Background: an optimization exercise with open tools, aiming at small area, a short achievable clock period and few clock cycles. Do not read the settings as production practice. At most, simulation tests tie the RTL to the original design; equivalence was not proved. Function not checked in run 2: the RTL went through the layout flow alone. No activity file was given, so power comes from the tool's default toggle rates.

==> design.v <==
module signed_right_shift_mplier #(
    parameter N = 32
)(
    input                 clk,
    input                 rst_n,       
    input    [N-1:0]      mcand,
    input    [N-1:0]      mplier,
    output   [2*N-1:0]    product,
    output                done
);
    reg  [31:0] mc;           
    reg  [31:0] pl;           
    reg  [3:0]  e_one, e_two, e_neg;   
    reg  [32:0] S, C;         
    reg  [7:0]  sl, cl;       
    reg         cin;          
    reg  [31:0] ph;           
    reg  [3:0]  e_onen, e_twon, e_negn;   
    reg         first;        
    reg         firstn;       
    reg  [2:0]  cnt;
    reg         done_r;
    function [11:0] benc(input [8:0] b);
        integer k;
        reg x2, x1, x0;
        begin
            for (k = 0; k < 4; k = k + 1) begin
                x2 = b[2*k+2]; x1 = b[2*k+1]; x0 = b[2*k];
                benc[k]     = x1 ^ x0;                               
                benc[4+k]   = (x2 & ~x1 & ~x0) | (~x2 & x1 & x0);    
                benc[8+k]   = x2;                                    
            end
        end
    endfunction
    wire [11:0] enc_start = benc({mplier[7:0], 1'b0});
    wire [11:0] enc_next  = benc(pl[15:7]);
    wire [32:0] mx  = {mc[31], mc};
    wire [32:0] mx2 = {mc, 1'b0};
    wire [3:0]  one_h = ~e_onen, two_h = ~e_twon, neg_h = ~e_negn;
    wire [32:0] pp0, pp1, pp2, pp3;
    wire [32:0] sel0 = {({16{one_h[0]}} & mx[32:17]) | ({16{two_h[0]}} & mx2[32:17]),
                        ({17{e_one[0]}} & mx[16:0]) | ({17{e_two[0]}} & mx2[16:0])};
    wire [32:0] sel1 = {({16{one_h[1]}} & mx[32:17]) | ({16{two_h[1]}} & mx2[32:17]),
                        ({17{e_one[1]}} & mx[16:0]) | ({17{e_two[1]}} & mx2[16:0])};
    wire [32:0] sel2 = {({16{one_h[2]}} & mx[32:17]) | ({16{two_h[2]}} & mx2[32:17]),
                        ({17{e_one[2]}} & mx[16:0]) | ({17{e_two[2]}} & mx2[16:0])};
    wire [32:0] sel3 = {({16{one_h[3]}} & mx[32:17]) | ({16{two_h[3]}} & mx2[32:17]),
                        ({17{e_one[3]}} & mx[16:0]) | ({17{e_two[3]}} & mx2[16:0])};
    assign pp0 = (sel0 ^ {{16{neg_h[0]}}, {17{e_neg[0]}}}) ^ {1'b1, 32'b0};
    assign pp1 = (sel1 ^ {{16{neg_h[1]}}, {17{e_neg[1]}}}) ^ {1'b1, 32'b0};
    assign pp2 = (sel2 ^ {{16{neg_h[2]}}, {17{e_neg[2]}}}) ^ {1'b1, 32'b0};
    assign pp3 = (sel3 ^ {{16{neg_h[3]}}, {17{e_neg[3]}}}) ^ {1'b1, 32'b0};
    wire [32:0] negs;
    genvar g;
    generate
        for (g = 0; g < 33; g = g + 1) begin : g_negs
            if (g % 2 == 0 && g < 31) begin : g_e
                assign negs[g] = pl[g+1];
            end else begin : g_o
                assign negs[g] = 1'b0;
            end
        end
    endgenerate
    wire        first_h = ~firstn;
    wire [32:0] hs = {first_h ? negs[32:17] : S[32:17], first ? negs[16:0] : S[16:0]};
    wire [32:0] hc = {first_h ? {1'b1, 15'b0} : C[32:17], first ? 17'b0 : C[16:0]};
    wire hs0_ = hs[4] ^ hc[4];
    wire hc0_ = hs[4] & hc[4];
    wire fs0, fc0;
    csa_fa u_fa0 (.a(hs[5]), .b(hc[5]), .c(pp0[5]), .s(fs0), .co(fc0));
    wire fs1, fc1;
    csa_fa u_fa1 (.a(hs[6]), .b(hc[6]), .c(pp0[6]), .s(fs1), .co(fc1));
    wire hs1_ = pp1[4] ^ pp2[2];
    wire hc1_ = pp1[4] & pp2[2];
    wire fs2, fc2;
    csa_fa u_fa2 (.a(hs[7]), .b(hc[7]), .c(pp0[7]), .s(fs2), .co(fc2));
    wire fs3, fc3;
    csa_fa u_fa3 (.a(pp1[5]), .b(pp2[3]), .c(pp3[1]), .s(fs3), .co(fc3));
    wire fs4, fc4;
    csa_fa u_fa4 (.a(hs[8]), .b(hc[8]), .c(pp0[8]), .s(fs4), .co(fc4));
    wire fs5, fc5;
    csa_fa u_fa5 (.a(pp1[6]), .b(pp2[4]), .c(pp3[2]), .s(fs5), .co(fc5));
    wire fs6, fc6;
    csa_fa u_fa6 (.a(hs[9]), .b(hc[9]), .c(pp0[9]), .s(fs6), .co(fc6));
    wire fs7, fc7;
    csa_fa u_fa7 (.a(pp1[7]), .b(pp2[5]), .c(pp3[3]), .s(fs7), .co(fc7));
    wire fs8, fc8;
    csa_fa u_fa8 (.a(hs[10]), .b(hc[10]), .c(pp0[10]), .s(fs8), .co(fc8));
    wire fs9, fc9;
    csa_fa u_fa9 (.a(pp1[8]), .b(pp2[6]), .c(pp3[4]), .s(fs9), .co(fc9));
    wire fs10, fc10;
    csa_fa u_fa10 (.a(hs[11]), .b(hc[11]), .c(pp0[11]), .s(fs10), .co(fc10));
    wire fs11, fc11;
    csa_fa u_fa11 (.a(pp1[9]), .b(pp2[7]), .c(pp3[5]), .s(fs11), .co(fc11));
    wire fs12, fc12;
    csa_fa u_fa12 (.a(hs[12]), .b(hc[12]), .c(pp0[12]), .s(fs12), .co(fc12));
    wire fs13, fc13;
    csa_fa u_fa13 (.a(pp1[10]), .b(pp2[8]), .c(pp3[6]), .s(fs13), .co(fc13));
    wire fs14, fc14;
    csa_fa u_fa14 (.a(hs[13]), .b(hc[13]), .c(pp0[13]), .s(fs14), .co(fc14));
    wire fs15, fc15;
    csa_fa u_fa15 (.a(pp1[11]), .b(pp2[9]), .c(pp3[7]), .s(fs15), .co(fc15));
    wire fs16, fc16;
    csa_fa u_fa16 (.a(hs[14]), .b(hc[14]), .c(pp0[14]), .s(fs16), .co(fc16));
    wire fs17, fc17;
    csa_fa u_fa17 (.a(pp1[12]), .b(pp2[10]), .c(pp3[8]), .s(fs17), .co(fc17));
    wire fs18, fc18;
    csa_fa u_fa18 (.a(hs[15]), .b(hc[15]), .c(pp0[15]), .s(fs18), .co(fc18));
    wire fs19, fc19;
    csa_fa u_fa19 (.a(pp1[13]), .b(pp2[11]), .c(pp3[9]), .s(fs19), .co(fc19));
    wire fs20, fc20;
    csa_fa u_fa20 (.a(hs[16]), .b(hc[16]), .c(pp0[16]), .s(fs20), .co(fc20));
    wire fs21, fc21;
    csa_fa u_fa21 (.a(pp1[14]), .b(pp2[12]), .c(pp3[10]), .s(fs21), .co(fc21));
    wire fs22, fc22;
    csa_fa u_fa22 (.a(hs[17]), .b(hc[17]), .c(pp0[17]), .s(fs22), .co(fc22));
    wire fs23, fc23;
    csa_fa u_fa23 (.a(pp1[15]), .b(pp2[13]), .c(pp3[11]), .s(fs23), .co(fc23));
    wire fs24, fc24;
    csa_fa u_fa24 (.a(hs[18]), .b(hc[18]), .c(pp0[18]), .s(fs24), .co(fc24));
    wire fs25, fc25;
    csa_fa u_fa25 (.a(pp1[16]), .b(pp2[14]), .c(pp3[12]), .s(fs25), .co(fc25));
    wire fs26, fc26;
    csa_fa u_fa26 (.a(hs[19]), .b(hc[19]), .c(pp0[19]), .s(fs26), .co(fc26));
    wire fs27, fc27;
    csa_fa u_fa27 (.a(pp1[17]), .b(pp2[15]), .c(pp3[13]), .s(fs27), .co(fc27));
    wire fs28, fc28;
    csa_fa u_fa28 (.a(hs[20]), .b(hc[20]), .c(pp0[20]), .s(fs28), .co(fc28));
    wire fs29, fc29;
    csa_fa u_fa29 (.a(pp1[18]), .b(pp2[16]), .c(pp3[14]), .s(fs29), .co(fc29));
    wire fs30, fc30;
    csa_fa u_fa30 (.a(hs[21]), .b(hc[21]), .c(pp0[21]), .s(fs30), .co(fc30));
    wire fs31, fc31;
    csa_fa u_fa31 (.a(pp1[19]), .b(pp2[17]), .c(pp3[15]), .s(fs31), .co(fc31));
    wire fs32, fc32;
    csa_fa u_fa32 (.a(hs[22]), .b(hc[22]), .c(pp0[22]), .s(fs32), .co(fc32));
    wire fs33, fc33;
    csa_fa u_fa33 (.a(pp1[20]), .b(pp2[18]), .c(pp3[16]), .s(fs33), .co(fc33));
    wire fs34, fc34;
    csa_fa u_fa34 (.a(hs[23]), .b(hc[23]), .c(pp0[23]), .s(fs34), .co(fc34));
    wire fs35, fc35;
    csa_fa u_fa35 (.a(pp1[21]), .b(pp2[19]), .c(pp3[17]), .s(fs35), .co(fc35));
    wire fs36, fc36;
    csa_fa u_fa36 (.a(hs[24]), .b(hc[24]), .c(pp0[24]), .s(fs36), .co(fc36));
    wire fs37, fc37;
    csa_fa u_fa37 (.a(pp1[22]), .b(pp2[20]), .c(pp3[18]), .s(fs37), .co(fc37));
    wire fs38, fc38;
    csa_fa u_fa38 (.a(hs[25]), .b(hc[25]), .c(pp0[25]), .s(fs38), .co(fc38));
    wire fs39, fc39;
    csa_fa u_fa39 (.a(pp1[23]), .b(pp2[21]), .c(pp3[19]), .s(fs39), .co(fc39));
    wire fs40, fc40;
    csa_fa u_fa40 (.a(hs[26]), .b(hc[26]), .c(pp0[26]), .s(fs40), .co(fc40));
    wire fs41, fc41;
    csa_fa u_fa41 (.a(pp1[24]), .b(pp2[22]), .c(pp3[20]), .s(fs41), .co(fc41));
    wire fs42, fc42;
    csa_fa u_fa42 (.a(hs[27]), .b(hc[27]), .c(pp0[27]), .s(fs42), .co(fc42));
    wire fs43, fc43;
    csa_fa u_fa43 (.a(pp1[25]), .b(pp2[23]), .c(pp3[21]), .s(fs43), .co(fc43));
    wire fs44, fc44;
    csa_fa u_fa44 (.a(hs[28]), .b(hc[28]), .c(pp0[28]), .s(fs44), .co(fc44));
    wire fs45, fc45;
    csa_fa u_fa45 (.a(pp1[26]), .b(pp2[24]), .c(pp3[22]), .s(fs45), .co(fc45));
    wire fs46, fc46;
    csa_fa u_fa46 (.a(hs[29]), .b(hc[29]), .c(pp0[29]), .s(fs46), .co(fc46));
    wire fs47, fc47;
    csa_fa u_fa47 (.a(pp1[27]), .b(pp2[25]), .c(pp3[23]), .s(fs47), .co(fc47));
    wire fs48, fc48;
    csa_fa u_fa48 (.a(hs[30]), .b(hc[30]), .c(pp0[30]), .s(fs48), .co(fc48));
    wire fs49, fc49;
    csa_fa u_fa49 (.a(pp1[28]), .b(pp2[26]), .c(pp3[24]), .s(fs49), .co(fc49));
    wire fs50, fc50;
    csa_fa u_fa50 (.a(hs[31]), .b(hc[31]), .c(pp0[31]), .s(fs50), .co(fc50));
    wire fs51, fc51;
    csa_fa u_fa51 (.a(pp1[29]), .b(pp2[27]), .c(pp3[25]), .s(fs51), .co(fc51));
    wire fs52, fc52;
    csa_fa u_fa52 (.a(hs[32]), .b(hc[32]), .c(pp0[32]), .s(fs52), .co(fc52));
    wire fs53, fc53;
    csa_fa u_fa53 (.a(pp1[30]), .b(pp2[28]), .c(pp3[26]), .s(fs53), .co(fc53));
    wire fs54 = ~(pp1[31] ^ pp2[29]);
    wire fc54 = pp1[31] | pp2[29];
    wire hs2_ = hs[2] ^ hc[2];
    wire hc2_ = hs[2] & hc[2];
    wire fs55, fc55;
    csa_fa u_fa55 (.a(hs[3]), .b(hc[3]), .c(pp0[3]), .s(fs55), .co(fc55));
    wire fs56, fc56;
    csa_fa u_fa56 (.a(hs0_), .b(pp0[4]), .c(pp1[2]), .s(fs56), .co(fc56));
    wire fs57, fc57;
    csa_fa u_fa57 (.a(hc0_), .b(pp1[3]), .c(pp2[1]), .s(fs57), .co(fc57));
    wire fs58, fc58;
    csa_fa u_fa58 (.a(pp3[0]), .b(hs1_), .c(fc0), .s(fs58), .co(fc58));
    wire fs59, fc59;
    csa_fa u_fa59 (.a(hc1_), .b(fc1), .c(fs2), .s(fs59), .co(fc59));
    wire fs60, fc60;
    csa_fa u_fa60 (.a(fc2), .b(fc3), .c(fs4), .s(fs60), .co(fc60));
    wire fs61, fc61;
    csa_fa u_fa61 (.a(fc4), .b(fc5), .c(fs6), .s(fs61), .co(fc61));
    wire fs62, fc62;
    csa_fa u_fa62 (.a(fc6), .b(fc7), .c(fs8), .s(fs62), .co(fc62));
    wire fs63, fc63;
    csa_fa u_fa63 (.a(fc8), .b(fc9), .c(fs10), .s(fs63), .co(fc63));
    wire fs64, fc64;
    csa_fa u_fa64 (.a(fc10), .b(fc11), .c(fs12), .s(fs64), .co(fc64));
    wire fs65, fc65;
    csa_fa u_fa65 (.a(fc12), .b(fc13), .c(fs14), .s(fs65), .co(fc65));
    wire fs66, fc66;
    csa_fa u_fa66 (.a(fc14), .b(fc15), .c(fs16), .s(fs66), .co(fc66));
    wire fs67, fc67;
    csa_fa u_fa67 (.a(fc16), .b(fc17), .c(fs18), .s(fs67), .co(fc67));
    wire fs68, fc68;
    csa_fa u_fa68 (.a(fc18), .b(fc19), .c(fs20), .s(fs68), .co(fc68));
    wire fs69, fc69;
    csa_fa u_fa69 (.a(fc20), .b(fc21), .c(fs22), .s(fs69), .co(fc69));
    wire fs70, fc70;
    csa_fa u_fa70 (.a(fc22), .b(fc23), .c(fs24), .s(fs70), .co(fc70));
    wire fs71, fc71;
    csa_fa u_fa71 (.a(fc24), .b(fc25), .c(fs26), .s(fs71), .co(fc71));
    wire fs72, fc72;
    csa_fa u_fa72 (.a(fc26), .b(fc27), .c(fs28), .s(fs72), .co(fc72));
    wire fs73, fc73;
    csa_fa u_fa73 (.a(fc28), .b(fc29), .c(fs30), .s(fs73), .co(fc73));
    wire fs74, fc74;
    csa_fa u_fa74 (.a(fc30), .b(fc31), .c(fs32), .s(fs74), .co(fc74));
    wire fs75, fc75;
    csa_fa u_fa75 (.a(fc32), .b(fc33), .c(fs34), .s(fs75), .co(fc75));
    wire fs76, fc76;
    csa_fa u_fa76 (.a(fc34), .b(fc35), .c(fs36), .s(fs76), .co(fc76));
    wire fs77, fc77;
    csa_fa u_fa77 (.a(fc36), .b(fc37), .c(fs38), .s(fs77), .co(fc77));
    wire fs78, fc78;
    csa_fa u_fa78 (.a(fc38), .b(fc39), .c(fs40), .s(fs78), .co(fc78));
    wire fs79, fc79;
    csa_fa u_fa79 (.a(fc40), .b(fc41), .c(fs42), .s(fs79), .co(fc79));
    wire fs80, fc80;
    csa_fa u_fa80 (.a(fc42), .b(fc43), .c(fs44), .s(fs80), .co(fc80));
    wire fs81, fc81;
    csa_fa u_fa81 (.a(fc44), .b(fc45), .c(fs46), .s(fs81), .co(fc81));
    wire fs82, fc82;
    csa_fa u_fa82 (.a(fc46), .b(fc47), .c(fs48), .s(fs82), .co(fc82));
    wire fs83, fc83;
    csa_fa u_fa83 (.a(fc48), .b(fc49), .c(fs50), .s(fs83), .co(fc83));
    wire fs84, fc84;
    csa_fa u_fa84 (.a(fc50), .b(fc51), .c(fs52), .s(fs84), .co(fc84));
    wire fs85, fc85;
    csa_fa u_fa85 (.a(pp3[27]), .b(fc52), .c(fc53), .s(fs85), .co(fc85));
    wire fs86, fc86;
    csa_fa u_fa86 (.a(pp1[32]), .b(pp2[30]), .c(pp3[28]), .s(fs86), .co(fc86));
    wire hs3_ = 1'b1 ^ pp2[31];
    wire hc3_ = 1'b1 & pp2[31];
    wire fs87, fc87;
    csa_fa u_fa87 (.a(hs[0]), .b(hc[0]), .c(pp0[0]), .s(fs87), .co(fc87));
    wire fs88, fc88;
    csa_fa u_fa88 (.a(hs[1]), .b(hc[1]), .c(pp0[1]), .s(fs88), .co(fc88));
    wire fs89, fc89;
    csa_fa u_fa89 (.a(hs2_), .b(pp0[2]), .c(pp1[0]), .s(fs89), .co(fc89));
    wire fs90, fc90;
    csa_fa u_fa90 (.a(hc2_), .b(pp1[1]), .c(fs55), .s(fs90), .co(fc90));
    wire fs91, fc91;
    csa_fa u_fa91 (.a(pp2[0]), .b(fc55), .c(fs56), .s(fs91), .co(fc91));
    wire fs92, fc92;
    csa_fa u_fa92 (.a(fc56), .b(fs0), .c(fs57), .s(fs92), .co(fc92));
    wire fs93, fc93;
    csa_fa u_fa93 (.a(fc57), .b(fs1), .c(fs58), .s(fs93), .co(fc93));
    wire fs94, fc94;
    csa_fa u_fa94 (.a(fs3), .b(fc58), .c(fs59), .s(fs94), .co(fc94));
    wire fs95, fc95;
    csa_fa u_fa95 (.a(fs5), .b(fc59), .c(fs60), .s(fs95), .co(fc95));
    wire fs96, fc96;
    csa_fa u_fa96 (.a(fs7), .b(fc60), .c(fs61), .s(fs96), .co(fc96));
    wire fs97, fc97;
    csa_fa u_fa97 (.a(fs9), .b(fc61), .c(fs62), .s(fs97), .co(fc97));
    wire fs98, fc98;
    csa_fa u_fa98 (.a(fs11), .b(fc62), .c(fs63), .s(fs98), .co(fc98));
    wire fs99, fc99;
    csa_fa u_fa99 (.a(fs13), .b(fc63), .c(fs64), .s(fs99), .co(fc99));
    wire fs100, fc100;
    csa_fa u_fa100 (.a(fs15), .b(fc64), .c(fs65), .s(fs100), .co(fc100));
    wire fs101, fc101;
    csa_fa u_fa101 (.a(fs17), .b(fc65), .c(fs66), .s(fs101), .co(fc101));
    wire fs102, fc102;
    csa_fa u_fa102 (.a(fs19), .b(fc66), .c(fs67), .s(fs102), .co(fc102));
    wire fs103, fc103;
    csa_fa u_fa103 (.a(fs21), .b(fc67), .c(fs68), .s(fs103), .co(fc103));
    wire fs104, fc104;
    csa_fa u_fa104 (.a(fs23), .b(fc68), .c(fs69), .s(fs104), .co(fc104));
    wire fs105, fc105;
    csa_fa u_fa105 (.a(fs25), .b(fc69), .c(fs70), .s(fs105), .co(fc105));
    wire fs106, fc106;
    csa_fa u_fa106 (.a(fs27), .b(fc70), .c(fs71), .s(fs106), .co(fc106));
    wire fs107, fc107;
    csa_fa u_fa107 (.a(fs29), .b(fc71), .c(fs72), .s(fs107), .co(fc107));
    wire fs108, fc108;
    csa_fa u_fa108 (.a(fs31), .b(fc72), .c(fs73), .s(fs108), .co(fc108));
    wire fs109, fc109;
    csa_fa u_fa109 (.a(fs33), .b(fc73), .c(fs74), .s(fs109), .co(fc109));
    wire fs110, fc110;
    csa_fa u_fa110 (.a(fs35), .b(fc74), .c(fs75), .s(fs110), .co(fc110));
    wire fs111, fc111;
    csa_fa u_fa111 (.a(fs37), .b(fc75), .c(fs76), .s(fs111), .co(fc111));
    wire fs112, fc112;
    csa_fa u_fa112 (.a(fs39), .b(fc76), .c(fs77), .s(fs112), .co(fc112));
    wire fs113, fc113;
    csa_fa u_fa113 (.a(fs41), .b(fc77), .c(fs78), .s(fs113), .co(fc113));
    wire fs114, fc114;
    csa_fa u_fa114 (.a(fs43), .b(fc78), .c(fs79), .s(fs114), .co(fc114));
    wire fs115, fc115;
    csa_fa u_fa115 (.a(fs45), .b(fc79), .c(fs80), .s(fs115), .co(fc115));
    wire fs116, fc116;
    csa_fa u_fa116 (.a(fs47), .b(fc80), .c(fs81), .s(fs116), .co(fc116));
    wire fs117, fc117;
    csa_fa u_fa117 (.a(fs49), .b(fc81), .c(fs82), .s(fs117), .co(fc117));
    wire fs118, fc118;
    csa_fa u_fa118 (.a(fs51), .b(fc82), .c(fs83), .s(fs118), .co(fc118));
    wire fs119, fc119;
    csa_fa u_fa119 (.a(fs53), .b(fc83), .c(fs84), .s(fs119), .co(fc119));
    wire fs120, fc120;
    csa_fa u_fa120 (.a(fs54), .b(fs85), .c(fc84), .s(fs120), .co(fc120));
    wire fs121, fc121;
    csa_fa u_fa121 (.a(fc54), .b(fs86), .c(fc85), .s(fs121), .co(fc121));
    wire fs122, fc122;
    csa_fa u_fa122 (.a(pp3[29]), .b(hs3_), .c(fc86), .s(fs122), .co(fc122));
    wire fs123, fc123;
    csa_fa u_fa123 (.a(pp2[32]), .b(pp3[30]), .c(hc3_), .s(fs123), .co(fc123));
    wire hs4_ = 1'b1 ^ pp3[31];
    wire hc4_ = 1'b1 & pp3[31];
    wire [40:0] cs_s = {1'b0, 1'b1, pp3[32], hs4_, fs123, fs122, fs121, fs120, fs119, fs118, fs117, fs116, fs115, fs114, fs113, fs112, fs111, fs110, fs109, fs108, fs107, fs106, fs105, fs104, fs103, fs102, fs101, fs100, fs99, fs98, fs97, fs96, fs95, fs94, fs93, fs92, fs91, fs90, fs89, fs88, fs87};
    wire [40:0] cs_c = {1'b0, 1'b0, hc4_, fc123, fc122, fc121, fc120, fc119, fc118, fc117, fc116, fc115, fc114, fc113, fc112, fc111, fc110, fc109, fc108, fc107, fc106, fc105, fc104, fc103, fc102, fc101, fc100, fc99, fc98, fc97, fc96, fc95, fc94, fc93, fc92, fc91, fc90, fc89, fc88, fc87, 1'b0};
    wire [39:0] fa_a = {S[31:0], sl};
    wire [39:0] fa_b = {C[31:0], cl[7:1], cin};
    wire [39:0] pg_g = fa_a & fa_b;
    wire [39:0] pg_p = fa_a ^ fa_b;
    wire sk_g0_1;
    pfx_gray u_sk0 (.gh(pg_g[1]), .ph(pg_p[1]), .gl(pg_g[0]), .g(sk_g0_1));
    wire sk_g0_3, sk_p0_3;
    pfx_black u_sk1 (.gh(pg_g[3]), .ph(pg_p[3]), .gl(pg_g[2]), .pl(pg_p[2]), .g(sk_g0_3), .p(sk_p0_3));
    wire sk_g0_5, sk_p0_5;
    pfx_black u_sk2 (.gh(pg_g[5]), .ph(pg_p[5]), .gl(pg_g[4]), .pl(pg_p[4]), .g(sk_g0_5), .p(sk_p0_5));
    wire sk_g0_7, sk_p0_7;
    pfx_black u_sk3 (.gh(pg_g[7]), .ph(pg_p[7]), .gl(pg_g[6]), .pl(pg_p[6]), .g(sk_g0_7), .p(sk_p0_7));
    wire sk_g0_9, sk_p0_9;
    pfx_black u_sk4 (.gh(pg_g[9]), .ph(pg_p[9]), .gl(pg_g[8]), .pl(pg_p[8]), .g(sk_g0_9), .p(sk_p0_9));
    wire sk_g0_11, sk_p0_11;
    pfx_black u_sk5 (.gh(pg_g[11]), .ph(pg_p[11]), .gl(pg_g[10]), .pl(pg_p[10]), .g(sk_g0_11), .p(sk_p0_11));
    wire sk_g0_13, sk_p0_13;
    pfx_black u_sk6 (.gh(pg_g[13]), .ph(pg_p[13]), .gl(pg_g[12]), .pl(pg_p[12]), .g(sk_g0_13), .p(sk_p0_13));
    wire sk_g0_15, sk_p0_15;
    pfx_black u_sk7 (.gh(pg_g[15]), .ph(pg_p[15]), .gl(pg_g[14]), .pl(pg_p[14]), .g(sk_g0_15), .p(sk_p0_15));
    wire sk_g0_17, sk_p0_17;
    pfx_black u_sk8 (.gh(pg_g[17]), .ph(pg_p[17]), .gl(pg_g[16]), .pl(pg_p[16]), .g(sk_g0_17), .p(sk_p0_17));
    wire sk_g0_19, sk_p0_19;
    pfx_black u_sk9 (.gh(pg_g[19]), .ph(pg_p[19]), .gl(pg_g[18]), .pl(pg_p[18]), .g(sk_g0_19), .p(sk_p0_19));
    wire sk_g0_21, sk_p0_21;
    pfx_black u_sk10 (.gh(pg_g[21]), .ph(pg_p[21]), .gl(pg_g[20]), .pl(pg_p[20]), .g(sk_g0_21), .p(sk_p0_21));
    wire sk_g0_23, sk_p0_23;
    pfx_black u_sk11 (.gh(pg_g[23]), .ph(pg_p[23]), .gl(pg_g[22]), .pl(pg_p[22]), .g(sk_g0_23), .p(sk_p0_23));
    wire sk_g0_25, sk_p0_25;
    pfx_black u_sk12 (.gh(pg_g[25]), .ph(pg_p[25]), .gl(pg_g[24]), .pl(pg_p[24]), .g(sk_g0_25), .p(sk_p0_25));
    wire sk_g0_27, sk_p0_27;
    pfx_black u_sk13 (.gh(pg_g[27]), .ph(pg_p[27]), .gl(pg_g[26]), .pl(pg_p[26]), .g(sk_g0_27), .p(sk_p0_27));
    wire sk_g0_29, sk_p0_29;
    pfx_black u_sk14 (.gh(pg_g[29]), .ph(pg_p[29]), .gl(pg_g[28]), .pl(pg_p[28]), .g(sk_g0_29), .p(sk_p0_29));
    wire sk_g0_31, sk_p0_31;
    pfx_black u_sk15 (.gh(pg_g[31]), .ph(pg_p[31]), .gl(pg_g[30]), .pl(pg_p[30]), .g(sk_g0_31), .p(sk_p0_31));
    wire sk_g0_33, sk_p0_33;
    pfx_black u_sk16 (.gh(pg_g[33]), .ph(pg_p[33]), .gl(pg_g[32]), .pl(pg_p[32]), .g(sk_g0_33), .p(sk_p0_33));
    wire sk_g0_35, sk_p0_35;
    pfx_black u_sk17 (.gh(pg_g[35]), .ph(pg_p[35]), .gl(pg_g[34]), .pl(pg_p[34]), .g(sk_g0_35), .p(sk_p0_35));
    wire sk_g0_37, sk_p0_37;
    pfx_black u_sk18 (.gh(pg_g[37]), .ph(pg_p[37]), .gl(pg_g[36]), .pl(pg_p[36]), .g(sk_g0_37), .p(sk_p0_37));
    wire sk_g0_39, sk_p0_39;
    pfx_black u_sk19 (.gh(pg_g[39]), .ph(pg_p[39]), .gl(pg_g[38]), .pl(pg_p[38]), .g(sk_g0_39), .p(sk_p0_39));
    wire sk_g1_2;
    pfx_gray u_sk20 (.gh(pg_g[2]), .ph(pg_p[2]), .gl(sk_g0_1), .g(sk_g1_2));
    wire sk_g1_3;
    pfx_gray u_sk21 (.gh(sk_g0_3), .ph(sk_p0_3), .gl(sk_g0_1), .g(sk_g1_3));
    wire sk_g1_6, sk_p1_6;
    pfx_black u_sk22 (.gh(pg_g[6]), .ph(pg_p[6]), .gl(sk_g0_5), .pl(sk_p0_5), .g(sk_g1_6), .p(sk_p1_6));
    wire sk_g1_7, sk_p1_7;
    pfx_black u_sk23 (.gh(sk_g0_7), .ph(sk_p0_7), .gl(sk_g0_5), .pl(sk_p0_5), .g(sk_g1_7), .p(sk_p1_7));
    wire sk_g1_10, sk_p1_10;
    pfx_black u_sk24 (.gh(pg_g[10]), .ph(pg_p[10]), .gl(sk_g0_9), .pl(sk_p0_9), .g(sk_g1_10), .p(sk_p1_10));
    wire sk_g1_11, sk_p1_11;
    pfx_black u_sk25 (.gh(sk_g0_11), .ph(sk_p0_11), .gl(sk_g0_9), .pl(sk_p0_9), .g(sk_g1_11), .p(sk_p1_11));
    wire sk_g1_14, sk_p1_14;
    pfx_black u_sk26 (.gh(pg_g[14]), .ph(pg_p[14]), .gl(sk_g0_13), .pl(sk_p0_13), .g(sk_g1_14), .p(sk_p1_14));
    wire sk_g1_15, sk_p1_15;
    pfx_black u_sk27 (.gh(sk_g0_15), .ph(sk_p0_15), .gl(sk_g0_13), .pl(sk_p0_13), .g(sk_g1_15), .p(sk_p1_15));
    wire sk_g1_18, sk_p1_18;
    pfx_black u_sk28 (.gh(pg_g[18]), .ph(pg_p[18]), .gl(sk_g0_17), .pl(sk_p0_17), .g(sk_g1_18), .p(sk_p1_18));
    wire sk_g1_19, sk_p1_19;
    pfx_black u_sk29 (.gh(sk_g0_19), .ph(sk_p0_19), .gl(sk_g0_17), .pl(sk_p0_17), .g(sk_g1_19), .p(sk_p1_19));
    wire sk_g1_22, sk_p1_22;
    pfx_black u_sk30 (.gh(pg_g[22]), .ph(pg_p[22]), .gl(sk_g0_21), .pl(sk_p0_21), .g(sk_g1_22), .p(sk_p1_22));
    wire sk_g1_23, sk_p1_23;
    pfx_black u_sk31 (.gh(sk_g0_23), .ph(sk_p0_23), .gl(sk_g0_21), .pl(sk_p0_21), .g(sk_g1_23), .p(sk_p1_23));
    wire sk_g1_26, sk_p1_26;
    pfx_black u_sk32 (.gh(pg_g[26]), .ph(pg_p[26]), .gl(sk_g0_25), .pl(sk_p0_25), .g(sk_g1_26), .p(sk_p1_26));
    wire sk_g1_27, sk_p1_27;
    pfx_black u_sk33 (.gh(sk_g0_27), .ph(sk_p0_27), .gl(sk_g0_25), .pl(sk_p0_25), .g(sk_g1_27), .p(sk_p1_27));
    wire sk_g1_30, sk_p1_30;
    pfx_black u_sk34 (.gh(pg_g[30]), .ph(pg_p[30]), .gl(sk_g0_29), .pl(sk_p0_29), .g(sk_g1_30), .p(sk_p1_30));
    wire sk_g1_31, sk_p1_31;
    pfx_black u_sk35 (.gh(sk_g0_31), .ph(sk_p0_31), .gl(sk_g0_29), .pl(sk_p0_29), .g(sk_g1_31), .p(sk_p1_31));
    wire sk_g1_34, sk_p1_34;
    pfx_black u_sk36 (.gh(pg_g[34]), .ph(pg_p[34]), .gl(sk_g0_33), .pl(sk_p0_33), .g(sk_g1_34), .p(sk_p1_34));
    wire sk_g1_35, sk_p1_35;
    pfx_black u_sk37 (.gh(sk_g0_35), .ph(sk_p0_35), .gl(sk_g0_33), .pl(sk_p0_33), .g(sk_g1_35), .p(sk_p1_35));
    wire sk_g1_38, sk_p1_38;
    pfx_black u_sk38 (.gh(pg_g[38]), .ph(pg_p[38]), .gl(sk_g0_37), .pl(sk_p0_37), .g(sk_g1_38), .p(sk_p1_38));
    wire sk_g1_39, sk_p1_39;
    pfx_black u_sk39 (.gh(sk_g0_39), .ph(sk_p0_39), .gl(sk_g0_37), .pl(sk_p0_37), .g(sk_g1_39), .p(sk_p1_39));
    wire sk_g2_4;
    pfx_gray u_sk40 (.gh(pg_g[4]), .ph(pg_p[4]), .gl(sk_g1_3), .g(sk_g2_4));
    wire sk_g2_5;
    pfx_gray u_sk41 (.gh(sk_g0_5), .ph(sk_p0_5), .gl(sk_g1_3), .g(sk_g2_5));
    wire sk_g2_6;
    pfx_gray u_sk42 (.gh(sk_g1_6), .ph(sk_p1_6), .gl(sk_g1_3), .g(sk_g2_6));
    wire sk_g2_7;
    pfx_gray u_sk43 (.gh(sk_g1_7), .ph(sk_p1_7), .gl(sk_g1_3), .g(sk_g2_7));
    wire sk_g2_12, sk_p2_12;
    pfx_black u_sk44 (.gh(pg_g[12]), .ph(pg_p[12]), .gl(sk_g1_11), .pl(sk_p1_11), .g(sk_g2_12), .p(sk_p2_12));
    wire sk_g2_13, sk_p2_13;
    pfx_black u_sk45 (.gh(sk_g0_13), .ph(sk_p0_13), .gl(sk_g1_11), .pl(sk_p1_11), .g(sk_g2_13), .p(sk_p2_13));
    wire sk_g2_14, sk_p2_14;
    pfx_black u_sk46 (.gh(sk_g1_14), .ph(sk_p1_14), .gl(sk_g1_11), .pl(sk_p1_11), .g(sk_g2_14), .p(sk_p2_14));
    wire sk_g2_15, sk_p2_15;
    pfx_black u_sk47 (.gh(sk_g1_15), .ph(sk_p1_15), .gl(sk_g1_11), .pl(sk_p1_11), .g(sk_g2_15), .p(sk_p2_15));
    wire sk_g2_20, sk_p2_20;
    pfx_black u_sk48 (.gh(pg_g[20]), .ph(pg_p[20]), .gl(sk_g1_19), .pl(sk_p1_19), .g(sk_g2_20), .p(sk_p2_20));
    wire sk_g2_21, sk_p2_21;
    pfx_black u_sk49 (.gh(sk_g0_21), .ph(sk_p0_21), .gl(sk_g1_19), .pl(sk_p1_19), .g(sk_g2_21), .p(sk_p2_21));
    wire sk_g2_22, sk_p2_22;
    pfx_black u_sk50 (.gh(sk_g1_22), .ph(sk_p1_22), .gl(sk_g1_19), .pl(sk_p1_19), .g(sk_g2_22), .p(sk_p2_22));
    wire sk_g2_23, sk_p2_23;
    pfx_black u_sk51 (.gh(sk_g1_23), .ph(sk_p1_23), .gl(sk_g1_19), .pl(sk_p1_19), .g(sk_g2_23), .p(sk_p2_23));
    wire sk_g2_28, sk_p2_28;
    pfx_black u_sk52 (.gh(pg_g[28]), .ph(pg_p[28]), .gl(sk_g1_27), .pl(sk_p1_27), .g(sk_g2_28), .p(sk_p2_28));
    wire sk_g2_29, sk_p2_29;
    pfx_black u_sk53 (.gh(sk_g0_29), .ph(sk_p0_29), .gl(sk_g1_27), .pl(sk_p1_27), .g(sk_g2_29), .p(sk_p2_29));
    wire sk_g2_30, sk_p2_30;
    pfx_black u_sk54 (.gh(sk_g1_30), .ph(sk_p1_30), .gl(sk_g1_27), .pl(sk_p1_27), .g(sk_g2_30), .p(sk_p2_30));
    wire sk_g2_31, sk_p2_31;
    pfx_black u_sk55 (.gh(sk_g1_31), .ph(sk_p1_31), .gl(sk_g1_27), .pl(sk_p1_27), .g(sk_g2_31), .p(sk_p2_31));
    wire sk_g2_36, sk_p2_36;
    pfx_black u_sk56 (.gh(pg_g[36]), .ph(pg_p[36]), .gl(sk_g1_35), .pl(sk_p1_35), .g(sk_g2_36), .p(sk_p2_36));
    wire sk_g2_37, sk_p2_37;
    pfx_black u_sk57 (.gh(sk_g0_37), .ph(sk_p0_37), .gl(sk_g1_35), .pl(sk_p1_35), .g(sk_g2_37), .p(sk_p2_37));
    wire sk_g2_38, sk_p2_38;
    pfx_black u_sk58 (.gh(sk_g1_38), .ph(sk_p1_38), .gl(sk_g1_35), .pl(sk_p1_35), .g(sk_g2_38), .p(sk_p2_38));
    wire sk_g2_39, sk_p2_39;
    pfx_black u_sk59 (.gh(sk_g1_39), .ph(sk_p1_39), .gl(sk_g1_35), .pl(sk_p1_35), .g(sk_g2_39), .p(sk_p2_39));
    wire sk_g3_8;
    pfx_gray u_sk60 (.gh(pg_g[8]), .ph(pg_p[8]), .gl(sk_g2_7), .g(sk_g3_8));
    wire sk_g3_9;
    pfx_gray u_sk61 (.gh(sk_g0_9), .ph(sk_p0_9), .gl(sk_g2_7), .g(sk_g3_9));
    wire sk_g3_10;
    pfx_gray u_sk62 (.gh(sk_g1_10), .ph(sk_p1_10), .gl(sk_g2_7), .g(sk_g3_10));
    wire sk_g3_11;
    pfx_gray u_sk63 (.gh(sk_g1_11), .ph(sk_p1_11), .gl(sk_g2_7), .g(sk_g3_11));
    wire sk_g3_12;
    pfx_gray u_sk64 (.gh(sk_g2_12), .ph(sk_p2_12), .gl(sk_g2_7), .g(sk_g3_12));
    wire sk_g3_13;
    pfx_gray u_sk65 (.gh(sk_g2_13), .ph(sk_p2_13), .gl(sk_g2_7), .g(sk_g3_13));
    wire sk_g3_14;
    pfx_gray u_sk66 (.gh(sk_g2_14), .ph(sk_p2_14), .gl(sk_g2_7), .g(sk_g3_14));
    wire sk_g3_15;
    pfx_gray u_sk67 (.gh(sk_g2_15), .ph(sk_p2_15), .gl(sk_g2_7), .g(sk_g3_15));
    wire sk_g3_24, sk_p3_24;
    pfx_black u_sk68 (.gh(pg_g[24]), .ph(pg_p[24]), .gl(sk_g2_23), .pl(sk_p2_23), .g(sk_g3_24), .p(sk_p3_24));
    wire sk_g3_25, sk_p3_25;
    pfx_black u_sk69 (.gh(sk_g0_25), .ph(sk_p0_25), .gl(sk_g2_23), .pl(sk_p2_23), .g(sk_g3_25), .p(sk_p3_25));
    wire sk_g3_26, sk_p3_26;
    pfx_black u_sk70 (.gh(sk_g1_26), .ph(sk_p1_26), .gl(sk_g2_23), .pl(sk_p2_23), .g(sk_g3_26), .p(sk_p3_26));
    wire sk_g3_27, sk_p3_27;
    pfx_black u_sk71 (.gh(sk_g1_27), .ph(sk_p1_27), .gl(sk_g2_23), .pl(sk_p2_23), .g(sk_g3_27), .p(sk_p3_27));
    wire sk_g3_28, sk_p3_28;
    pfx_black u_sk72 (.gh(sk_g2_28), .ph(sk_p2_28), .gl(sk_g2_23), .pl(sk_p2_23), .g(sk_g3_28), .p(sk_p3_28));
    wire sk_g3_29, sk_p3_29;
    pfx_black u_sk73 (.gh(sk_g2_29), .ph(sk_p2_29), .gl(sk_g2_23), .pl(sk_p2_23), .g(sk_g3_29), .p(sk_p3_29));
    wire sk_g3_30, sk_p3_30;
    pfx_black u_sk74 (.gh(sk_g2_30), .ph(sk_p2_30), .gl(sk_g2_23), .pl(sk_p2_23), .g(sk_g3_30), .p(sk_p3_30));
    wire sk_g3_31, sk_p3_31;
    pfx_black u_sk75 (.gh(sk_g2_31), .ph(sk_p2_31), .gl(sk_g2_23), .pl(sk_p2_23), .g(sk_g3_31), .p(sk_p3_31));
    wire sk_g4_16;
    pfx_gray u_sk76 (.gh(pg_g[16]), .ph(pg_p[16]), .gl(sk_g3_15), .g(sk_g4_16));
    wire sk_g4_17;
    pfx_gray u_sk77 (.gh(sk_g0_17), .ph(sk_p0_17), .gl(sk_g3_15), .g(sk_g4_17));
    wire sk_g4_18;
    pfx_gray u_sk78 (.gh(sk_g1_18), .ph(sk_p1_18), .gl(sk_g3_15), .g(sk_g4_18));
    wire sk_g4_19;
    pfx_gray u_sk79 (.gh(sk_g1_19), .ph(sk_p1_19), .gl(sk_g3_15), .g(sk_g4_19));
    wire sk_g4_20;
    pfx_gray u_sk80 (.gh(sk_g2_20), .ph(sk_p2_20), .gl(sk_g3_15), .g(sk_g4_20));
    wire sk_g4_21;
    pfx_gray u_sk81 (.gh(sk_g2_21), .ph(sk_p2_21), .gl(sk_g3_15), .g(sk_g4_21));
    wire sk_g4_22;
    pfx_gray u_sk82 (.gh(sk_g2_22), .ph(sk_p2_22), .gl(sk_g3_15), .g(sk_g4_22));
    wire sk_g4_23;
    pfx_gray u_sk83 (.gh(sk_g2_23), .ph(sk_p2_23), .gl(sk_g3_15), .g(sk_g4_23));
    wire sk_g4_24;
    pfx_gray u_sk84 (.gh(sk_g3_24), .ph(sk_p3_24), .gl(sk_g3_15), .g(sk_g4_24));
    wire sk_g4_25;
    pfx_gray u_sk85 (.gh(sk_g3_25), .ph(sk_p3_25), .gl(sk_g3_15), .g(sk_g4_25));
    wire sk_g4_26;
    pfx_gray u_sk86 (.gh(sk_g3_26), .ph(sk_p3_26), .gl(sk_g3_15), .g(sk_g4_26));
    wire sk_g4_27;
    pfx_gray u_sk87 (.gh(sk_g3_27), .ph(sk_p3_27), .gl(sk_g3_15), .g(sk_g4_27));
    wire sk_g4_28;
    pfx_gray u_sk88 (.gh(sk_g3_28), .ph(sk_p3_28), .gl(sk_g3_15), .g(sk_g4_28));
    wire sk_g4_29;
    pfx_gray u_sk89 (.gh(sk_g3_29), .ph(sk_p3_29), .gl(sk_g3_15), .g(sk_g4_29));
    wire sk_g4_30;
    pfx_gray u_sk90 (.gh(sk_g3_30), .ph(sk_p3_30), .gl(sk_g3_15), .g(sk_g4_30));
    wire sk_g4_31;
    pfx_gray u_sk91 (.gh(sk_g3_31), .ph(sk_p3_31), .gl(sk_g3_15), .g(sk_g4_31));
    wire sk_g5_32;
    pfx_gray u_sk92 (.gh(pg_g[32]), .ph(pg_p[32]), .gl(sk_g4_31), .g(sk_g5_32));
    wire sk_g5_33;
    pfx_gray u_sk93 (.gh(sk_g0_33), .ph(sk_p0_33), .gl(sk_g4_31), .g(sk_g5_33));
    wire sk_g5_34;
    pfx_gray u_sk94 (.gh(sk_g1_34), .ph(sk_p1_34), .gl(sk_g4_31), .g(sk_g5_34));
    wire sk_g5_35;
    pfx_gray u_sk95 (.gh(sk_g1_35), .ph(sk_p1_35), .gl(sk_g4_31), .g(sk_g5_35));
    wire sk_g5_36;
    pfx_gray u_sk96 (.gh(sk_g2_36), .ph(sk_p2_36), .gl(sk_g4_31), .g(sk_g5_36));
    wire sk_g5_37;
    pfx_gray u_sk97 (.gh(sk_g2_37), .ph(sk_p2_37), .gl(sk_g4_31), .g(sk_g5_37));
    wire sk_g5_38;
    pfx_gray u_sk98 (.gh(sk_g2_38), .ph(sk_p2_38), .gl(sk_g4_31), .g(sk_g5_38));
    wire sk_g5_39;
    pfx_gray u_sk99 (.gh(sk_g2_39), .ph(sk_p2_39), .gl(sk_g4_31), .g(sk_g5_39));
    wire [39:0] fsum;
    assign fsum[0] = pg_p[0];
    assign fsum[1] = pg_p[1] ^ pg_g[0];
    assign fsum[2] = pg_p[2] ^ sk_g0_1;
    assign fsum[3] = pg_p[3] ^ sk_g1_2;
    assign fsum[4] = pg_p[4] ^ sk_g1_3;
    assign fsum[5] = pg_p[5] ^ sk_g2_4;
    assign fsum[6] = pg_p[6] ^ sk_g2_5;
    assign fsum[7] = pg_p[7] ^ sk_g2_6;
    assign fsum[8] = pg_p[8] ^ sk_g2_7;
    assign fsum[9] = pg_p[9] ^ sk_g3_8;
    assign fsum[10] = pg_p[10] ^ sk_g3_9;
    assign fsum[11] = pg_p[11] ^ sk_g3_10;
    assign fsum[12] = pg_p[12] ^ sk_g3_11;
    assign fsum[13] = pg_p[13] ^ sk_g3_12;
    assign fsum[14] = pg_p[14] ^ sk_g3_13;
    assign fsum[15] = pg_p[15] ^ sk_g3_14;
    assign fsum[16] = pg_p[16] ^ sk_g3_15;
    assign fsum[17] = pg_p[17] ^ sk_g4_16;
    assign fsum[18] = pg_p[18] ^ sk_g4_17;
    assign fsum[19] = pg_p[19] ^ sk_g4_18;
    assign fsum[20] = pg_p[20] ^ sk_g4_19;
    assign fsum[21] = pg_p[21] ^ sk_g4_20;
    assign fsum[22] = pg_p[22] ^ sk_g4_21;
    assign fsum[23] = pg_p[23] ^ sk_g4_22;
    assign fsum[24] = pg_p[24] ^ sk_g4_23;
    assign fsum[25] = pg_p[25] ^ sk_g4_24;
    assign fsum[26] = pg_p[26] ^ sk_g4_25;
    assign fsum[27] = pg_p[27] ^ sk_g4_26;
    assign fsum[28] = pg_p[28] ^ sk_g4_27;
    assign fsum[29] = pg_p[29] ^ sk_g4_28;
    assign fsum[30] = pg_p[30] ^ sk_g4_29;
    assign fsum[31] = pg_p[31] ^ sk_g4_30;
    assign fsum[32] = pg_p[32] ^ sk_g4_31;
    assign fsum[33] = pg_p[33] ^ sk_g5_32;
    assign fsum[34] = pg_p[34] ^ sk_g5_33;
    assign fsum[35] = pg_p[35] ^ sk_g5_34;
    assign fsum[36] = pg_p[36] ^ sk_g5_35;
    assign fsum[37] = pg_p[37] ^ sk_g5_36;
    assign fsum[38] = pg_p[38] ^ sk_g5_37;
    assign fsum[39] = pg_p[39] ^ sk_g5_38;
    wire cout = sk_g2_7;
    always @(posedge clk) begin
        first  <= ~rst_n;
        firstn <= rst_n;
        if (!rst_n) begin
            mc    <= mcand;
            pl    <= mplier;
            e_one <= enc_start[3:0];
            e_two <= enc_start[7:4];
            e_neg <= enc_start[11:8];
            e_onen <= ~enc_start[3:0];
            e_twon <= ~enc_start[7:4];
            e_negn <= ~enc_start[11:8];
            cnt   <= 3'd0;
            done_r <= 1'b0;
        end else begin
            pl    <= {fsum[7:0], pl[31:8]};
            e_one <= enc_next[3:0];
            e_two <= enc_next[7:4];
            e_neg <= enc_next[11:8];
            e_onen <= ~enc_next[3:0];
            e_twon <= ~enc_next[7:4];
            e_negn <= ~enc_next[11:8];
            cnt   <= cnt + 3'd1;
            done_r <= (cnt == 3'd4);
        end
        S   <= cs_s[40:8];
        C   <= cs_c[40:8];
        sl  <= cs_s[7:0];
        cl  <= cs_c[7:0];
        cin <= first ? 1'b0 : cout;
        ph  <= fsum[39:8];
    end
    assign product = {ph, pl};
    assign done    = done_r;
endmodule
module pfx_black (
    input  gh,
    input  ph,
    input  gl,
    input  pl,
    output g,
    output p
);
    assign g = gh | (ph & gl);
    assign p = ph & pl;
endmodule
module pfx_gray (
    input  gh,
    input  ph,
    input  gl,
    output g
);
    assign g = gh | (ph & gl);
endmodule
module csa_fa (
    input  a,
    input  b,
    input  c,
    output s,
    output co
);
    wire t;
    csa_xor u_x (.a(a), .b(b), .y(t));
    assign s  = t ^ c;
    assign co = (a & b) | (a & c) | (b & c);
endmodule
module csa_xor (
    input  a,
    input  b,
    output y
);
    assign y = a ^ b;
endmodule
==> flow/run.sh <==
#!/bin/bash
# Standard ORFS layout, but with small buffers on the ports instead of the
# delay cells buffer_ports picks by default.  Each tool's output is logged
# by ORFS under orfs/logs; make's own output goes to flow_make.log.
set -euo pipefail
export BUFFER_PORTS_ARGS="-buffer_cell sky130_fd_sc_hd__buf_1"
bash standard.sh > flow_make.log 2>&1
==> standard.sh <==
#!/bin/bash
# synth_recipe.tcl (not shown) runs the flow's synth.tcl, then flattens the netlist and writes it again
# the make line also repeats each setting of config.mk as NAME=value (left out here)
make -C /OpenROAD-flow-scripts/flow DESIGN_CONFIG=/design/flow/config.mk WORK_HOME=/design/flow/orfs CLKGATE_MAP_FILE= SYNTH_SCRIPT=/design/flow/synth_recipe.tcl "${@:-finish}"
==> config.mk <==
export PLATFORM = sky130hd
export DESIGN_NAME = signed_right_shift_mplier
export DESIGN_NICKNAME = signed_right_shift_mplier
export VERILOG_FILES = /design/flow/design.v
export SDC_FILE = /design/flow/constraint.sdc
export NUM_CORES = 4
export LEC_CHECK = 0
export CAP_MARGIN = 20
export CORE_MARGIN = 2
export CORE_UTILIZATION = 60
export PLACE_DENSITY = 0.7
export SETUP_SLACK_MARGIN = 2.85
export SLEW_MARGIN = 20
export SYNTH_HIERARCHICAL = 1
==> constraint.sdc <==
create_clock -name core_clock -period 5.0 [get_ports {clk}]
set_input_delay 1.0000 -clock core_clock [delete_from_list [all_inputs] [get_ports {clk}]]
set_output_delay 1.0000 -clock core_clock [all_outputs]
set_load 0.01 [all_outputs]
==> results.txt, run 1 <==
unique cell type count in the Yosys netlist=37; drt drc=0; Pre-Repair DR Iteration Count=6; top post-synthesis cells by area=dfxtp_1 (25%), xor2_1 (18%), maj3_2 (10%), xnor2_1 (9.1%), edfxtp_1 (7.1%); CTS Buf Count=17; Slew HR=44.3%; #FFs+latches synth=200; CTS root buf=clkbuf_16; hold buffer count at CTS=0; CP Class=register to register; f_max=0.457 GHz; Vias=9,990; RD Place Congestion=0.875; Post-synth EDFFs=32; worst min path class=register to register; Yosys warning count=7; Clock transition at path regs=0.08 ns; ant diodes=0; WL final=33.0 mm; Worst Tran Pin Value=0.834 ns; final net count=1,567; cell with the most instances after synthesis=xor2_1; Final period util=43.8%; Slew Viols, Final=0; die area=23,900 um2; Main synth FF type=dfxtp_1; Worst VDD drop=0.383 mV; TritonCTS clock tree=done; CORE AREA=22,400 um2; # H-tree levels=4; Pwr Total=12.7 mW; DRT iter0 DRCs=853; setup tns final=0 ns; worst endpoint required time=5.39 ns; largest net degree at the start of global routing=65; Synth area leader=dfxtp_1; initial antenna violation count=2; GRT Overall Usage=26.8%; Final min period=2.19 ns; DP HPWL=23.4 mm; Post-Synthesis Cells=1,338; Bufs on Longest Clock Path=2; Final Hold Viols=0; # IOs=131; Pwr Density=809 nW/um2; commonest cells in the netlist=xor2_1 (284), dfxtp_1 (168), xnor2_1 (142); vias in the first global route=9,450; first-pass GRT wire length=50.5 mm; crit path cell chain=a22oi_1 -> xnor2_1 -> maj3_2 -> xor2_1 -> xor2_1 -> maj3_2; Vias/cell=5.70; proportion of layout cells with a drive suffix above 1=24.9%; Pleak=6.66 nW; DIE WIDTH=155 um; DR WL/cell=18.8 um; Die Y=155 um; FFs w/ async S/R, synth=0%; RSZ-0062 raised after global routing=yes; Worst Setup End Kind=register; Clock Latency Late Sink=0.45 ns; startpoint types=register; I/O Buffers=130; Area Overhead vs Synth=14.9%; final hold slack=0.442 ns; num rows=55; Seq/Total Area, Yosys=31.8%; CTS Sinks=200; crit-path max FO=8; ANT nets after route=0; Clock Skews=0.0130 ns; syn_area_per_cell=10.2 um2; max incr delay on CP=0.55 ns; CP delay by family, top=XOR/XNOR gates; synthesized area=13,600 um2; initial core utilization=60.7%; gr ovfl total=0; Max-cap violations=0; slowest stage cell, crit path=edfxtp_1; status=finished clean; WP data arrival=2.58 ns; Buf+Inv Stages, Crit Path=0; post-synth top area share=24.7%; setup violators final=0
-- per-module statistics from Yosys (local to each module, per instance) --
module / area [um2] / copies in the design / cells inside
signed_right_shift_mplier: 8990 / 1 / 815
pfx_gray: 7.51 / 38 / 1
csa_fa: 20.0 / 123 / 2
pfx_black: 13.8 / 58 / 2
csa_xor: 8.76 / 123 / 1
-- what timing repair did --
action	4_1_cts	5_1_grt
buffers inserted	23	18
pin swaps	18	21
setup endpoints to repair	97	73
gates resized for setup	65	86
cloned	0	0
-- layer usage --
layer / GRT usage (%) / up-vias / wire length [um]
met3: 5.55 / 51 / 2340
met1: 38.0 / 4740 / 15200
met2: 41.3 / 377 / 14800
li1: - / 4822 / -
met4: 7.72 / 0 / 681
met5: 0 / - / 0
-- stage by stage --
| stage | instances | utilization [%] | setup slack [ns] | instance area (um2) |
|---|---|---|---|---|
| 3_5_place_dp | 1681 | 62.8 | 2.40 | 14100 |
| 6_report | 1754 | 69.7 | 2.81 | 15600 |
| 2_1_floorplan | 1341 | - | 2.85 | 13700 |
| 3_3_place_gp | 1681 | 62.8 | 2.42 | 14100 |
| 4_1_cts | 1736 | 67.4 | 2.78 | 15100 |
| 5_1_grt | 1754 | 69.7 | 2.73 | 15600 |
-- path summary, 6_finish.rpt --
check             cells after the start                 to  slack, ns         startpoint
setup reg to reg                      6       C[4]$_DFF_P_       2.81    mc[9]$_DFFE_PN_
setup / recovery                      6       C[4]$_DFF_P_       2.81    mc[9]$_DFFE_PN_
hold reg to reg                       1  cnt[0]$_SDFF_PN0_       0.44  cnt[0]$_SDFF_PN0_
hold / removal                        1  cnt[0]$_SDFF_PN0_       0.44  cnt[0]$_SDFF_PN0_
-- cell families after synthesis --
logic type	count (synthesis)	share of synthesized area (%)
simple gates	149	6.44
buf+inv	105	3.90
xor+xnor	426	27.4
compound gates	250	13.0
other cells	1	0.0275
flops	200	31.8
mux	39	3.21
fa+ha+maj	168	14.3
-- report_power, final --
group	internal [mW]	total [mW]	switching (mW)	leakage, nW
logic	4.03	8.12	4.08	4.62
registers	2.45	3.10	0.651	1.74
clock network	0.735	1.44	0.707	0.303
-- registers in the layout (all words and copies together) (netlist names), 3 cells and up --
signal	flops
e_negn	4
pl	29
e_neg	3
mc	32
e_onen	4
e_twon	4
ph	32
cnt	3
cl	7
C	31
e_two	4
e_one	4
sl	8
S	31
-- final cells by class --
class	instances	area [um2]
flip-flops and latches	200	4440
multi-input cells	1036	9250
repair buffers	174	863
clock inverters	14	183
fillers	1747	6790
inverters	27	105
clock buffers	18	439
well taps	285	357
-- cell usage in the layout (no fill, tap or decap), types with 37 or more instances in the layout --
cell type,instances
buf_1,128
xnor2_1,125
a22oi_1,46
dfxtp_1,118
a21o_1,92
xor2_1,282
mux2_2,37
and2_1,80
buf_4,39
maj3_2,123
o22ai_1,61
Testbench counts, summed over its fixed seeds: cycles 48,000.
==> inputs of run 2 (changes only) <==
--- a/design.v
+++ b/design.v
@@ -15,9 +15,7 @@
     reg  [7:0]  sl, cl;       
     reg         cin;          
     reg  [31:0] ph;           
-    reg  [3:0]  e_onen, e_twon, e_negn;   
     reg         first;        
-    reg         firstn;       
     reg  [2:0]  cnt;
     reg         done_r;
     function [11:0] benc(input [8:0] b);
@@ -36,7 +34,7 @@
     wire [11:0] enc_next  = benc(pl[15:7]);
     wire [32:0] mx  = {mc[31], mc};
     wire [32:0] mx2 = {mc, 1'b0};
-    wire [3:0]  one_h = ~e_onen, two_h = ~e_twon, neg_h = ~e_negn;
+    wire [3:0]  one_h = e_one, two_h = e_two, neg_h = e_neg;
     wire [32:0] pp0, pp1, pp2, pp3;
     wire [32:0] sel0 = {({16{one_h[0]}} & mx[32:17]) | ({16{two_h[0]}} & mx2[32:17]),
                         ({17{e_one[0]}} & mx[16:0]) | ({17{e_two[0]}} & mx2[16:0])};
@@ -61,7 +59,7 @@
             end
         end
     endgenerate
-    wire        first_h = ~firstn;
+    wire        first_h = first;
     wire [32:0] hs = {first_h ? negs[32:17] : S[32:17], first ? negs[16:0] : S[16:0]};
     wire [32:0] hc = {first_h ? {1'b1, 15'b0} : C[32:17], first ? 17'b0 : C[16:0]};
     wire hs0_ = hs[4] ^ hc[4];
@@ -572,16 +570,12 @@
     wire cout = sk_g2_7;
     always @(posedge clk) begin
         first  <= ~rst_n;
-        firstn <= rst_n;
         if (!rst_n) begin
             mc    <= mcand;
             pl    <= mplier;
             e_one <= enc_start[3:0];
             e_two <= enc_start[7:4];
             e_neg <= enc_start[11:8];
-            e_onen <= ~enc_start[3:0];
-            e_twon <= ~enc_start[7:4];
-            e_negn <= ~enc_start[11:8];
             cnt   <= 3'd0;
             done_r <= 1'b0;
         end else begin
@@ -589,9 +583,6 @@
             e_one <= enc_next[3:0];
             e_two <= enc_next[7:4];
             e_neg <= enc_next[11:8];
-            e_onen <= ~enc_next[3:0];
-            e_twon <= ~enc_next[7:4];
-            e_negn <= ~enc_next[11:8];
             cnt   <= cnt + 3'd1;
             done_r <= (cnt == 3'd4);
         end
--- a/config.mk
+++ b/config.mk
@@ -9,6 +9,6 @@
 export CORE_MARGIN = 2
 export CORE_UTILIZATION = 60
 export PLACE_DENSITY = 0.7
-export SETUP_SLACK_MARGIN = 2.85
+export SETUP_SLACK_MARGIN = 2.8
 export SLEW_MARGIN = 20
 export SYNTH_HIERARCHICAL = 1
==> run 2 against run 1 <==
  * Largest cell class unchanged
  * First-iteration DRC count decreased by 11%
  * Core utilization grew 2.4 points
  * Sequential cell count down 13
  * Combinational power increased by 7.8%
  * Via count up 0.75%
==> results.txt, run 2 <==
Final min period=2.22 ns (+0.0342 ns); status=finished clean; die area=23,600 um2 (-1.3%); CORE AREA=21,900 um2 (-2.4%); Slew HR=43.5% (-0.74 points); I/O Buffers=130 (unchanged); DR WL/cell=20.5 um (+9.1%); CTS Buf Count=17 (unchanged); crit path from=mc[20]$_DFFE_PN_; # IOs=131 (unchanged); worst endpoint required time=5.31 ns (-0.08 ns); Die Y=154 um (-0.64%); drt drc=0 (unchanged); f_max=0.450 GHz (-1.5%); Regs by FF count=mc: 32 flops, ph: 32 flops; final net count=1,545 (-1.4%); r2r setup slk=2.78 ns (-0.03 ns); num rows=54 (-1.8%); RSZ-0062 raised after global routing=yes; Layout Utilization=72.1% (+2.4 points); Main synth FF type=dfxtp_1; Final period util=44.5% (+0.68 points); most common cell after layout, fill and taps aside=xor2_1; Pleak=6.70 nW (+0.65%); syn_area_per_cell=10.3 um2 (+1.5%); proportion of layout cells with a drive suffix above 1=25.6% (+0.72 points); first-pass GRT wire length=52.9 mm (+4.9%); DRT iter0 DRCs=755 (-11%); GRT Overall Usage=28.4% (+1.6 points); ant diodes=0 (unchanged); setup tns final=0 ns (unchanged); gr ovfl total=0 (unchanged); ANT nets after route=0 (unchanged); cell with the most instances after synthesis=xor2_1; filler cell count=1,660 (-5.0%); Worst VDD drop=0.420 mV (+9.5%); initial core utilization=61.4% (+0.69 points); Post-Synthesis Cells=1,301 (-2.8%); Slew Viols, Final=0 (unchanged); Worst Setup End Kind=register; Worst Tran Pin Value=0.845 ns (+0.0111 ns); largest net degree at the start of global routing=55 (-15%); Yosys warning count=7 (unchanged); FFs w/ async S/R, synth=0% (unchanged); DIE WIDTH=154 um (-0.64%); CTS root buf=clkbuf_16; # H-tree levels=4 (unchanged); Clock transition at path regs=0.09 ns (about the same); Pwr Density=826 nW/um2 (+2.0%); DP HPWL=23.5 mm (+0.51%); #FFs+latches synth=187 (-6.5%); CTS Sinks=187 (-6.5%); startpoint types=register; worst reg2reg startpoint=mc[20]$_DFFE_PN_; RD Place Congestion=0.850 (-2.9%); WP data arrival=2.54 ns (-0.04 ns); worst min path class=register to register; Multi-input gate area=9350 um2 (+1.1%); WL final=35.5 mm (+7.4%); most frequent cells in the layout=xor2_1 (273), dfxtp_1 (133), buf_1 (126), xnor2_1 (123), maj3_2 (123); TritonCTS clock tree=done; Bufs on Longest Clock Path=2 (unchanged); final hold slack=0.446 ns (+0.00361 ns); vias in the first global route=9,778 (+3.5%); setup violators final=0 (unchanged); Pre-Repair DR Iteration Count=5 (-1); hold buffer count at CTS=0 (unchanged); CP Class=register to register; initial antenna violation count=0 (-2); Vias/cell=5.83 (+2.3%); Clock Skews=0.0137 ns (+0.000669 ns); Seq/Total Area, Yosys=30.2% (-1.5 points); commonest cells in the netlist=xor2_1 (288), dfxtp_1 (155), xnor2_1 (136); unique cell type count in the Yosys netlist=34 (-8.1%); synthesized area=13,400 um2 (-1.3%); post-synth top area share=23.1% (-1.6 points); crit-path max FO=7 (-1); top post-synthesis cells by area=dfxtp_1 (23%), xor2_1 (19%), maj3_2 (10%), xnor2_1 (8.9%), edfxtp_1 (7.2%); Max-cap violations=0 (unchanged); hold wc startpoint=cnt[0]$_SDFF_PN0_; Final Hold Viols=0 (unchanged); Post-synth EDFFs=32 (unchanged); Synth area leader=dfxtp_1; Vias=10,100 (+0.75%); Area Overhead vs Synth=17.5%; register area=4110 um2 (-7.4%); Clock Latency Late Sink=0.44 ns (about the same)
[run 2: changes by cell type after synthesis, sizes merged, moves of 7 or more]
cell	delta
a22oi	+60
and2	-22
buf	+10
dfxtp	-13
inv	-18
nand2	-9
nor2b	+20
o21a	-7
o22ai	-61
[run 2: Yosys stat by module, one instance, submodules excluded]
module	cells inside	area (um2)
csa_fa	2	20.0
signed_right_shift_mplier	778	8810
csa_xor	1	8.76
pfx_gray	1	7.51
pfx_black	2	13.8
[run 2: cell families (layout without fill, tap and decap cells)]
kind of cell    count (synthesis)  after routing  share of synthesized area [%]
xor+xnor                      424            424                           27.6
compound gates                241            242                           13.6
flops                         187            187                           30.2
fa+ha+maj                     168            168                           14.5
simple gates                  143            143                           6.35
buf+inv                        97            239                           4.32
mux                            40             40                           3.35
other cells                     1              4                         0.0279
[run 2: final cells by class]
cell class	instances	area share [%]
repair buffers	198	8.08
clock buffers	18	2.85
flip-flops and latches	187	26.1
clock inverters	14	1.31
inverters	9	0.238
well taps	280	2.22
multi-input cells	1021	59.2
[run 2: per-stage QoR]
stage               power, mW  area, um2  std cells  setup slack [ns]
finish                   13.0      15800       1727              2.78
global route             14.0      15800       1727              2.73
CTS                      12.4      15000       1697              2.80
detailed placement       10.6      13900       1640              2.14
global placement         10.4      13900       1639              2.20
floorplan                9.02      13500       1304              2.81
[run 2: repair_timing]
item                       in CTS  in global routing
buffers inserted               24                 26
gates cloned                    1                  4
pin swaps                      14                 29
setup endpoints to repair      97                 65
resized for setup              51                 87
[run 2: power breakdown]
| group | total (mW) | switching [mW] | internal, mW |
|---|---|---|---|
| Combinational | 8.75 | 4.53 | 4.22 |
| Clock | 1.46 | 0.735 | 0.728 |
| Sequential | 2.82 | 0.509 | 2.31 |
| Total | 13.0 | 5.77 | 7.26 |
[run 2: worst paths after layout]
path,endpoint,cells after the start
min,cnt[0]$_SDFF_PN0_,1
min reg2reg,cnt[0]$_SDFF_PN0_,1
max reg2reg,S[17]$_DFF_P_,7
max,S[17]$_DFF_P_,7
[run 2: worst max-delay path, stage by stage, from the launching register on]
cell and delay [ns]:
edfxtp_1 0.56, buf_6 0.20, a22oi_2 0.15, xnor2_1 0.13, maj3_2 0.37, maj3_2 0.35, xor2_1 0.18, xor2_1 0.17
[run 2: layer usage]
layer / share of wire, % / GRT usage (%) / vias up
met5: 0 / 0 / -
met4: 3.3 / 10.0 / 0
li1: - / - / 4745
met2: 48 / 47.4 / 330
met3: 5.3 / 4.43 / 68
met1: 44 / 37.4 / 4922

afterwards: timing with drivers on the ports:
Ports are ideal in the flow. The routed layouts listed here were re-timed in OpenROAD. Step 1 sets driving cells, clkbuf_16 on the clock port and buf_2 on the other inputs (assumed; they add their load-dependent delay and slew). Step 2 times the ports against the registers' clock, not the clock port: input delays grow and output delays shrink by t, the midpoint of the rising clock arrivals with the driver on. Slacks: ideal ports / drivers / drivers and shift; pairs: ideal ports / drivers.
run	t (ns)	setup WS [ns]	slew at the worst register clock pin (ns)
run 1	0.482	2.810 / 2.810 / 2.554	0.08 / 0.08
run 2	0.484	2.775 / 2.775 / 2.587	0.09 / 0.09
After both steps every run listed still meets setup and hold. For run 1, which loses most, drivers alone change the setup slack by 0.000 ns; drivers and shift together by -0.256 ns.
